Background: an optimization exercise with open tools, aiming at a short achievable clock period and few clock cycles. Do not read the settings as production practice.
Only simulation tests tie the RTL to the original design; equivalence was not proved.
Power figures rest on the tool's default switching activity, not on a simulated workload.

==> run H: inputs <==
==> flow/design.v <==
module cpu18 (
  input  wire        clk,
  input  wire        rst,
  output wire [9:0]  imem_addr,
  input  wire [17:0] imem_rdata,
  output wire [9:0]  dmem_addr,
  output wire [17:0] dmem_wdata,
  output wire        dmem_we,
  input  wire [17:0] dmem_rdata,
  output wire        halt
);
  reg  [9:0]  pc;
  reg  [17:0] R [0:15];
  reg         zf, cf;
  reg         halted;
  reg  [15:0] e_wen;      
  reg         e_wr;       
  reg  [3:0]  e_dst;
  reg         e_ld, e_st, e_cmp, e_rst;
  reg  [1:0]  e_aluop;    
  reg  [17:0] opa, opb, sdata;
  reg  [9:0]  daddr;
  reg [17:0] alu;
  always @* begin
    case (e_aluop)
      2'd0: alu = opa + opb;
      2'd1: alu = opa & opb;
      2'd2: alu = ~(opa & opb);
      default: alu = ~(opa | opb);
    endcase
  end
  wire [17:0] result = e_ld ? dmem_rdata : alu;
  wire        c_eq   = (opa == opb);
  wire        c_lt   = (opa < opb);
  wire [17:0] ins  = imem_rdata;
  wire [3:0]  op   = ins[17:14];
  wire [3:0]  dst  = ins[13:10];
  wire [3:0]  src1 = ins[9:6];
  wire [3:0]  src2 = ins[3:0];
  wire [9:0]  off  = ins[9:0];
  wire f_alu = (op[3:2] == 2'b00);
  wire f_imm = (op[3:1] == 3'b010);
  wire f_ld  = (op == 4'b0110);
  wire f_st  = (op == 4'b0111);
  wire f_cmp = (op == 4'b1000);
  wire f_rst = (op == 4'b1111);
  wire zf_n = e_cmp ? c_eq : ~e_rst & zf;
  wire cf_n = e_cmp ? c_lt : ~e_rst & cf;
  function cond;
    input [3:0] o;
    input z, c;
    begin
      case (o)
        4'b1001: cond = 1'b1;
        4'b1010: cond = z;
        4'b1011: cond = ~z & ~c;
        4'b1100: cond = c;
        4'b1101: cond = ~c;
        4'b1110: cond = c | z;
        default: cond = 1'b0;
      endcase
    end
  endfunction
  function [9:0] add10;
    input [9:0] a, b;
    reg [9:0] g, p, gg, pp, gn, pn;
    integer i, d;
    begin
      g = a & b;
      p = a ^ b;
      gg = g;
      pp = p;
      for (d = 1; d < 10; d = d * 2) begin
        gn = gg;
        pn = pp;
        for (i = d; i < 10; i = i + 1) begin
          gn[i] = gg[i] | (pp[i] & gg[i-d]);
          pn[i] = pp[i] & pp[i-d];
        end
        gg = gn;
        pp = pn;
      end
      add10 = p ^ {gg[8:0], 1'b0};
    end
  endfunction
  wire [9:0] pc1  = pc + 10'd1;
  wire [9:0] tgt  = add10(pc, off);
  wire       tk_n = cond(op, 1'b0, 1'b0);
  wire       tk_z = cond(op, 1'b1, 1'b0);
  wire       tk_c = cond(op, 1'b0, 1'b1);
  wire [9:0] pc_n = tk_n ? tgt : pc1;
  wire [9:0] pc_z = tk_z ? tgt : pc1;
  wire [9:0] pc_c = tk_c ? tgt : pc1;
  wire [9:0] pc_next = zf_n ? pc_z : cf_n ? pc_c : pc_n;
  wire       taken   = zf_n ? tk_z : cf_n ? tk_c : tk_n;
  function [17:0] rd;
    input [3:0] s;
    begin
      if (e_rst)
        rd = 18'd0;
      else if (e_wr && e_dst == s)
        rd = result;
      else
        rd = R[s];
    end
  endfunction
  wire [17:0] imm_ext = {{12{ins[5]}}, ins[5:0]};
  integer k;
  always @(posedge clk or posedge rst) begin
    if (rst) begin
      pc      <= 10'd0;
      halted  <= 1'b0;
      zf      <= 1'b0;
      cf      <= 1'b0;
      e_wen   <= 16'd0;
      e_wr    <= 1'b0;
      e_dst   <= 4'd0;
      e_ld    <= 1'b0;
      e_st    <= 1'b0;
      e_cmp   <= 1'b0;
      e_rst   <= 1'b0;
      e_aluop <= 2'd0;
      opa     <= 18'd0;
      opb     <= 18'd0;
      sdata   <= 18'd0;
      daddr   <= 10'd0;
      for (k = 0; k < 16; k = k + 1)
        R[k] <= 18'd0;
    end else begin
      for (k = 0; k < 16; k = k + 1)
        if (e_rst)
          R[k] <= 18'd0;
        else if (e_wen[k])
          R[k] <= result;
      zf <= zf_n;
      cf <= cf_n;
      pc      <= pc_next;
      halted  <= halted | (taken && off == 10'd0);
      e_wr    <= f_alu | f_imm | f_ld;
      e_dst   <= dst;
      for (k = 0; k < 16; k = k + 1)
        e_wen[k] <= (f_alu | f_imm | f_ld) && dst == k;
      e_ld    <= f_ld;
      e_st    <= f_st;
      e_cmp   <= f_cmp;
      e_rst   <= f_rst;
      e_aluop <= op[1:0];
      opa     <= rd(src1);
      opb     <= f_imm ? imm_ext : rd(src2);
      sdata   <= rd(dst);
      daddr   <= off;
    end
  end
  assign imem_addr  = pc;
  assign dmem_addr  = daddr;
  assign dmem_wdata = sdata;
  assign dmem_we    = e_st;
  assign halt       = halted;
endmodule
==> flow/flow/run.sh <==
#!/bin/bash
# The standard layout, with timing repair aiming for a tighter target than
# the 9 ns clock (a larger setup slack margin); constraints are unchanged.
set -euo pipefail
bash standard.sh SETUP_SLACK_MARGIN=6 finish > make_finish.log 2>&1
==> flow/standard.sh <==
#!/bin/bash
# synth_recipe.tcl (not shown) runs the flow's synth.tcl, then flattens the netlist and writes it again
# the make line also repeats each setting of config.mk as NAME=value (left out here)
make -C /OpenROAD-flow-scripts/flow DESIGN_CONFIG=/design/flow/config.mk WORK_HOME=/design/flow/orfs CLKGATE_MAP_FILE= SYNTH_SCRIPT=/design/flow/synth_recipe.tcl "${@:-finish}"
==> flow/config.mk <==
export PLATFORM = sky130hd
export DESIGN_NAME = cpu18
export DESIGN_NICKNAME = cpu18
export VERILOG_FILES = /design/flow/design.v
export SDC_FILE = /design/flow/constraint.sdc
export NUM_CORES = 4
export LEC_CHECK = 0
export CAP_MARGIN = 40
export CORE_MARGIN = 2
export CORE_UTILIZATION = 30
export SLEW_MARGIN = 40
export TNS_END_PERCENT = 100
==> flow/constraint.sdc <==
create_clock -name core_clock -period 9.0 [get_ports {clk}]
set_input_delay 1.8000 -clock core_clock [delete_from_list [all_inputs] [get_ports {clk}]]
set_output_delay 1.8000 -clock core_clock [all_outputs]
set_load 0.01 [all_outputs]
==> run Z (differences from run H) <==
==> flow/design.v, changed modules only <==
module cpu18 (
  input  wire        clk,
  input  wire        rst,
  output wire [9:0]  imem_addr,
  input  wire [17:0] imem_rdata,
  output wire [9:0]  dmem_addr,
  output wire [17:0] dmem_wdata,
  output wire        dmem_we,
  input  wire [17:0] dmem_rdata,
  output wire        halt
);
  reg  [9:0]  pc;
  reg  [17:0] R [0:15];
  reg         zf, cf;
  reg         halted;
  reg  [15:0] e_wen;      
  reg         e_wr;       
  reg  [3:0]  e_dst;
  reg         e_ld, e_st, e_cmp, e_rst;
  reg         e_sum;      
  reg  [1:0]  e_aluop;    
  reg  [17:0] opa, opb, sdata;
  reg  [9:0]  daddr;
  reg [17:0] lres;
  always @* begin
    if (e_rst)
      lres = 18'd0;
    else if (e_ld)
      lres = dmem_rdata;
    else
      case (e_aluop)
        2'd1: lres = opa & opb;
        2'd2: lres = ~(opa & opb);
        default: lres = ~(opa | opb);
      endcase
  end
  wire [17:0] sum    = opa + opb;
  wire [17:0] result = e_sum ? sum : lres;
  wire        c_eq   = (opa == opb);
  wire        c_lt   = (opa < opb);
  wire [17:0] ins  = imem_rdata;
  wire [3:0]  op   = ins[17:14];
  wire [3:0]  dst  = ins[13:10];
  wire [3:0]  src1 = ins[9:6];
  wire [3:0]  src2 = ins[3:0];
  wire [9:0]  off  = ins[9:0];
  wire f_alu = (op[3:2] == 2'b00);
  wire f_imm = (op[3:1] == 3'b010);
  wire f_ld  = (op == 4'b0110);
  wire f_st  = (op == 4'b0111);
  wire f_cmp = (op == 4'b1000);
  wire f_rst = (op == 4'b1111);
  wire zf_n = e_cmp ? c_eq : ~e_rst & zf;
  wire cf_n = e_cmp ? c_lt : ~e_rst & cf;
  function cond;
    input [3:0] o;
    input z, c;
    begin
      case (o)
        4'b1001: cond = 1'b1;
        4'b1010: cond = z;
        4'b1011: cond = ~z & ~c;
        4'b1100: cond = c;
        4'b1101: cond = ~c;
        4'b1110: cond = c | z;
        default: cond = 1'b0;
      endcase
    end
  endfunction
  function [9:0] add10;
    input [9:0] a, b;
    reg [9:0] g, p, gg, pp, gn, pn;
    integer i, d;
    begin
      g = a & b;
      p = a ^ b;
      gg = g;
      pp = p;
      for (d = 1; d < 10; d = d * 2) begin
        gn = gg;
        pn = pp;
        for (i = d; i < 10; i = i + 1) begin
          gn[i] = gg[i] | (pp[i] & gg[i-d]);
          pn[i] = pp[i] & pp[i-d];
        end
        gg = gn;
        pp = pn;
      end
      add10 = p ^ {gg[8:0], 1'b0};
    end
  endfunction
  wire [9:0] pc1  = pc + 10'd1;
  wire [9:0] tgt  = add10(pc, off);
  wire       tk_n = cond(op, 1'b0, 1'b0);
  wire       tk_z = cond(op, 1'b1, 1'b0);
  wire       tk_c = cond(op, 1'b0, 1'b1);
  wire [9:0] pc_n = tk_n ? tgt : pc1;
  wire [9:0] pc_z = tk_z ? tgt : pc1;
  wire [9:0] pc_c = tk_c ? tgt : pc1;
  wire [9:0] pc_next = zf_n ? pc_z : cf_n ? pc_c : pc_n;
  wire       taken   = zf_n ? tk_z : cf_n ? tk_c : tk_n;
  function [17:0] rd;
    input [3:0] s;
    begin
      if (e_rst || (e_wr && e_dst == s))
        rd = result;
      else
        rd = R[s];
    end
  endfunction
  wire [17:0] imm_ext = {{12{ins[5]}}, ins[5:0]};
  integer k;
  always @(posedge clk or posedge rst) begin
    if (rst) begin
      pc      <= 10'd0;
      halted  <= 1'b0;
      zf      <= 1'b0;
      cf      <= 1'b0;
      e_wen   <= 16'd0;
      e_wr    <= 1'b0;
      e_ld    <= 1'b0;
      e_st    <= 1'b0;
      e_cmp   <= 1'b0;
      e_rst   <= 1'b0;
      e_sum   <= 1'b0;
      for (k = 0; k < 16; k = k + 1)
        R[k] <= 18'd0;
    end else begin
      for (k = 0; k < 16; k = k + 1)
        if (e_wen[k])
          R[k] <= result;
      zf <= zf_n;
      cf <= cf_n;
      pc      <= pc_next;
      halted  <= halted | (taken && off == 10'd0);
      e_wr    <= f_alu | f_imm | f_ld;
      for (k = 0; k < 16; k = k + 1)
        e_wen[k] <= f_rst || ((f_alu | f_imm | f_ld) && dst == k);
      e_ld    <= f_ld;
      e_st    <= f_st;
      e_cmp   <= f_cmp;
      e_rst   <= f_rst;
      e_sum   <= (f_alu | f_imm) && op[1:0] == 2'd0;
    end
  end
  always @(posedge clk) begin
    e_dst   <= dst;
    e_aluop <= op[1:0];
    opa     <= rd(src1);
    opb     <= f_imm ? imm_ext : rd(src2);
    sdata   <= rd(dst);
    daddr   <= off;
  end
  assign imem_addr  = pc;
  assign dmem_addr  = daddr;
  assign dmem_wdata = sdata;
  assign dmem_we    = e_st;
  assign halt       = halted;
endmodule
==> run summary <==
quantity	run Z	run H
Portion of the layout cell area used by non-clock buffers	0.167	0.137
Pin count of the biggest net entering global routing	153	95
Critical hold path startpoint	e_wen[4]	cf
Cell count after placement	3562	3382
Synthesized cell area	0.0229 mm²	0.0229 mm²
Hold endpoint	R[4][6]	cf
Seq/Total Area, Yosys	0.415	0.428
Combinational cell fraction of total power	0.363	0.322
Worst-path cell with the longest stage delay	mux2i_1	a221oi_2
Routed wire length on met3	21400 µm	16200 µm
Fraction of the mapped netlist area in adder cells	0.0379	0.0367
Part of the total power dissipated in sequential elements	0.396	0.384
Run status	finished clean	finished clean
Post-Place Setup Slack	4.10 ns	4.25 ns
PwrDens	250 mW/mm²	217 mW/mm²
Design Area, Final	0.0321 mm²	0.0317 mm²
Share of total power in the clock network	0.241	0.294
Routability congestion estimate	1.05	0.958
Placed inst area	0.0255 mm²	0.0260 mm²
Testbench counts of run H, summed over its fixed seeds: cycles 66,468.
Testbench counts of run Z, summed over its fixed seeds: cycles 66,468.

## static timing again, ports no longer ideal
How much do the figures lean on ideal ports? The routed layouts below were timed once more, with nothing changed but the port constraints.
Step 1 (the two cells are an assumption about what drives the block):
set clk [get_ports {clk}]
set_driving_cell -lib_cell sky130_fd_sc_hd__clkbuf_16 $clk
set_driving_cell -lib_cell sky130_fd_sc_hd__buf_2 [delete_from_list [all_inputs] $clk]
Step 2 times the ports against the registers' clock, not the clock port: input delays grow and output delays shrink by t, the midpoint of the rising clock arrivals with the driver on.
Three values: no drivers, after step 1, after step 2; two values: the first two.
run | t, ns | slack for setup (ns) | worst data-port slew with drivers (ns)
run H | 0.657 | 5.812 / 5.845 / 5.188 | 0.08
run Z | 0.705 | 5.837 / 5.679 / 4.974 | 0.28
After both steps every run listed still meets setup and hold. For run Z, which loses most, drivers alone change the setup slack by -0.158 ns; drivers and shift together by -0.863 ns.
